This design comes from an exercise in tuning for small area, a short achievable clock period and few clock cycles on the open sky130 flow, not from production work. Only simulation tests tie the RTL to the original design; equivalence was not proved. Power and IR drop assume default switching activity.

## PLProc
module PLProc(clk, reset_n, imem_addr, imem_rdata,
              dmem_addr, dmem_wdata, dmem_we, dmem_rdata);
   input  clk;
   input  reset_n;
   output [31:0] imem_addr;
   input  [31:0] imem_rdata;
   output [31:0] dmem_addr;
   output [31:0] dmem_wdata;
   output dmem_we;
   input  [31:0] dmem_rdata;
   wire rst = ~reset_n;
   wire [31:0] inst = imem_rdata;
   wire [3:0]  op  = inst[31:28];
   wire [3:0]  fn  = inst[27:24];
   wire [3:0]  rd  = inst[23:20];
   wire [3:0]  rs1 = inst[19:16];
   wire [3:0]  rs2 = inst[15:12];
   wire [15:0] imm = inst[15:0];
   wire [31:0] sext = {{16{imm[15]}}, imm};
   wire alu_fn  = (fn == 4'b0111) | (fn == 4'b0110) | (fn == 4'b0000) |
                  (fn == 4'b0001) | (fn == 4'b0010) | (fn == 4'b1000) |
                  (fn == 4'b1001) | (fn == 4'b1010);
   wire cmp_fn  = (fn == 4'b0000) | (fn == 4'b0011) | (fn == 4'b0101) |
                  (fn == 4'b0110) | (fn == 4'b1001) | (fn == 4'b1010) |
                  (fn == 4'b1100) | (fn == 4'b1111);
   wire br_fn   = (fn != 4'b0100) & (fn != 4'b0111);
   wire br_reg  = (fn == 4'b0000) | (fn == 4'b0011) | (fn == 4'b0101) |
                  (fn == 4'b0110) | (fn == 4'b1001) | (fn == 4'b1010) |
                  (fn == 4'b1011);
   wire fn0     = (fn == 4'b0000);
   wire d_alur  = (op == 4'b1100) & alu_fn;
   wire d_alui  = (op == 4'b0100) & alu_fn;
  ...
Settings: LEC_CHECK=0, ABC_CLOCK_PERIOD_IN_PS=2800, CAP_MARGIN=20, CORE_MARGIN=2, CORE_UTILIZATION=40, SETUP_SLACK_MARGIN=5, SLEW_MARGIN=20, TNS_END_PERCENT=5; clock period 8.5 ns.
run.sh (not shown) runs the stock make flow with config.mk's settings and CLKGATE_MAP_FILE= SYNTH_SCRIPT=/design/flow/synth_recipe.tcl, a recipe that flattens the netlist after the stock synthesis.
The baseline completed with no timing, DRC or antenna violations.
Testbench counts at the start, summed over its fixed seeds: cycles 130,139.
Then changed:
- TNS_END_PERCENT: 5 -> default
- synthesized area does not change
- first-iteration DRC count increases by 15%
- die area is unchanged
- sequential cell count is unchanged
- clock power climbs by about 3%
- global-route usage went up by 1.4 points


Another version of the RTL of PLProc (not shown whole).
Size: roughly 740 flip-flops, roughly 160 I/O pins.
Settings: LEC_CHECK=0, CAP_MARGIN=20, CORE_MARGIN=2, CORE_UTILIZATION=55, SETUP_SLACK_MARGIN=5, SLEW_MARGIN=20, TNS_END_PERCENT=30; clock period 8.5 ns.
standard.sh (not shown) runs the stock make flow with config.mk's settings and CLKGATE_MAP_FILE= SYNTH_SCRIPT=/design/flow/synth_recipe.tcl, a recipe that flattens the netlist after the stock synthesis.
==> flow/flow/run.sh <==
#!/bin/bash
# Layout flow: the standard flow (standard.sh) with two changes:
#  - the buffers that buffer_ports puts on every input and output port are
#    sky130_fd_sc_hd__buf_2 instead of the default delay-cell buffer;
#  - clock tree synthesis clusters up to 30 sinks within 50 um per leaf
#    buffer and inserts no dummy loads.
# Everything else (synthesis, floorplan, power grid, placement, routing) is
# the standard flow. make's output goes to flow_make.log; ORFS keeps each
# step's log under orfs/logs.
set -euo pipefail
bash standard.sh \
  "BUFFER_PORTS_ARGS=-buffer_cell sky130_fd_sc_hd__buf_2" \
  "CTS_ARGS=-sink_clustering_enable -repair_clock_nets -dont_use_dummy_load -sink_clustering_size 30 -sink_clustering_max_diameter 50" \
  finish > flow_make.log 2>&1
The baseline ran to the end with no violations.
Testbench counts at the start, summed over its fixed seeds: cycles 129,623.
Change:
--- a/flow/config.mk
+++ b/flow/config.mk
@@ -11,3 +11,3 @@
 export SETUP_SLACK_MARGIN = 5
 export SLEW_MARGIN = 20
-export TNS_END_PERCENT = 30
+export TNS_END_PERCENT = 5
=> The new run completed with no timing, DRC or antenna violations. Total power went down by 2.5%. Final area falls by 3.6%. Worst setup slack got worse by 0.18 ns. Wire length falls by 4.9%. Clock skew came out lower by 0.013 ns. Cell count came out lower by 1.6%. Synthesized cell count does not change. Worst hold slack gets better by 0.060 ns. Synthesized area does not change. Non-clock buffer count is lower by 66.


## before
Another version of the RTL of PLProc (not shown whole).
Size in the first run: about 730 flip-flops.
==> flow/design.v (excerpt) <==
module PLProc(clk, reset_n, imem_addr, imem_rdata,
              dmem_addr, dmem_wdata, dmem_we, dmem_rdata);
   input  clk;
   input  reset_n;
   output [31:0] imem_addr;
   input  [31:0] imem_rdata;
   output [31:0] dmem_addr;
   output [31:0] dmem_wdata;
   output dmem_we;
   input  [31:0] dmem_rdata;
   wire rst = ~reset_n;
   wire [31:0] inst = imem_rdata;
   wire [3:0]  op  = inst[31:28];
   wire [3:0]  fn  = inst[27:24];
   wire [3:0]  rd  = inst[23:20];
   wire [3:0]  rs1 = inst[19:16];
   wire [3:0]  rs2 = inst[15:12];
   wire [15:0] imm = inst[15:0];
   wire [31:0] sext = {{16{imm[15]}}, imm};
   wire alu_fn  = (fn == 4'b0111) | (fn == 4'b0110) | (fn == 4'b0000) |
                  (fn == 4'b0001) | (fn == 4'b0010) | (fn == 4'b1000) |
                  (fn == 4'b1001) | (fn == 4'b1010);
   wire cmp_fn  = (fn == 4'b0000) | (fn == 4'b0011) | (fn == 4'b0101) |
                  (fn == 4'b0110) | (fn == 4'b1001) | (fn == 4'b1010) |
                  (fn == 4'b1100) | (fn == 4'b1111);
   wire br_fn   = (fn != 4'b0100) & (fn != 4'b0111);
   wire br_reg  = (fn == 4'b0000) | (fn == 4'b0011) | (fn == 4'b0101) |
                  (fn == 4'b0110) | (fn == 4'b1001) | (fn == 4'b1010) |
                  (fn == 4'b1011);
   wire fn0     = (fn == 4'b0000);
   wire d_alur  = (op == 4'b1100) & alu_fn;
   wire d_alui  = (op == 4'b0100) & alu_fn;
   wire d_mvhi  = (op == 4'b0100) & (fn == 4'b1111);
   wire d_cmpr  = (op == 4'b1101) & cmp_fn;
   wire d_cmpi  = (op == 4'b0101) & cmp_fn;
   wire d_lw    = (op == 4'b0111) & fn0;
   wire d_sw    = (op == 4'b0011) & fn0;
   wire d_br    = (op == 4'b0010) & br_fn;
   wire d_jal   = (op == 4'b0110) & fn0;
   wire d_wr    = d_alur | d_alui | d_mvhi | d_cmpr | d_cmpi | d_lw | d_jal;
   wire op_alu  = (op[2:0] == 3'b100);            
  ...
clock: 8.5 ns
lec_check: 0
cap_margin: 20
core_margin: 2
core_utilization: 40
setup_slack_margin: 5
slew_margin: 20
tns_end_percent: 5
==> flow/flow/run.sh <==
#!/bin/bash
# Layout flow: the standard flow (standard.sh), with the port buffers that
# buffer_ports inserts on every input and output made sky130_fd_sc_hd__buf_2
# instead of the default delay-cell buffer. Everything else is unchanged.
set -euo pipefail
bash standard.sh "BUFFER_PORTS_ARGS=-buffer_cell sky130_fd_sc_hd__buf_2" finish > flow_make.log 2>&1
Testbench counts of before, summed over its fixed seeds: cycles 130,139.
The inputs of after differ from those of before as listed below.
Settings: CORE_UTILIZATION: 40 -> 55.
==> flow/flow/run.sh <==
#!/bin/bash
# Layout flow: the standard flow (standard.sh) with two changes:
#  - the buffers that buffer_ports puts on every input and output port are
#    sky130_fd_sc_hd__buf_2 instead of the default delay-cell buffer;
#  - clock tree synthesis clusters up to 30 sinks within 50 um per leaf
#    buffer and inserts no dummy loads.
# Everything else (synthesis, floorplan, power grid, placement, routing) is
# the standard flow. make's output goes to flow_make.log; ORFS keeps each
# step's log under orfs/logs.
set -euo pipefail
bash standard.sh \
  "BUFFER_PORTS_ARGS=-buffer_cell sky130_fd_sc_hd__buf_2" \
  "CTS_ARGS=-sink_clustering_enable -repair_clock_nets -dont_use_dummy_load -sink_clustering_size 30 -sink_clustering_max_diameter 50" \
  finish > flow_make.log 2>&1
### Flow results
Of after and before, it is after that has the lower portion of the clock cycle consumed by the worst path in the final layout. Measured against before, the via-per-instance ratio of after comes out at 1.09 times the reference value. Clock skew after layout: after worse than before. As far as number of cells produced by synthesis goes, after and before are indistinguishable; the numbers are identical. Multi-input gate share of total cell area delta for after relative to before: 1.1 points higher. Number of global-route vias before repair (lower): before. Relative to before, the via count measured on after has decreased slightly. after vs. before: setup slack higher; number of cells on the critical path moved down; total routed wirelength fell by about 5%. after against before; total power is down by a few percent.

## afterwards: timing with drivers on the ports
The results above use ideal ports. As a check the final layouts listed here were re-extracted and re-timed, cells and wires unchanged.
Step 1 sets driving cells, clkbuf_16 on the clock port and buf_2 on the other inputs (assumed; they add their load-dependent delay and slew).
Step 2 adds t to the input delays and takes it off the output delays; t is the mean of the earliest and latest rising clock arrival at the registers after step 1. Input paths then give back, and output paths get back, about the clock's delay inside the block.
a / b / c = ideal / step 1 / step 2; a / b = the first two.
run	t, ns	setup WS [ns]	hold slack, ns	latest minus earliest clock arrival (ns)	cell pins on the clock port's net
the first run of note 1	0.704	4.668 / 4.700 / 3.996	0.367 / 0.367 / 0.367	0.035 / 0.034	1
the second run of note 1	0.710	4.633 / 4.618 / 3.908	0.376 / 0.376 / 0.376	0.041 / 0.041	1
the first run of note 2	0.694	4.825 / 4.713 / 4.019	0.427 / 0.427 / 0.427	0.094 / 0.093	1
the second run of note 2	0.680	4.640 / 4.668 / 3.998	0.487 / 0.487 / 0.487	0.078 / 0.078	1
before	0.719	4.759 / 4.643 / 3.924	0.358 / 0.358 / 0.358	0.033 / 0.032	1
after	0.679	4.784 / 4.709 / 4.029	0.372 / 0.372 / 0.372	0.075 / 0.075	1
After both steps setup and hold are still met in every run listed. For before, which loses most, drivers alone change the setup slack by -0.116 ns; drivers and shift together by -0.835 ns.
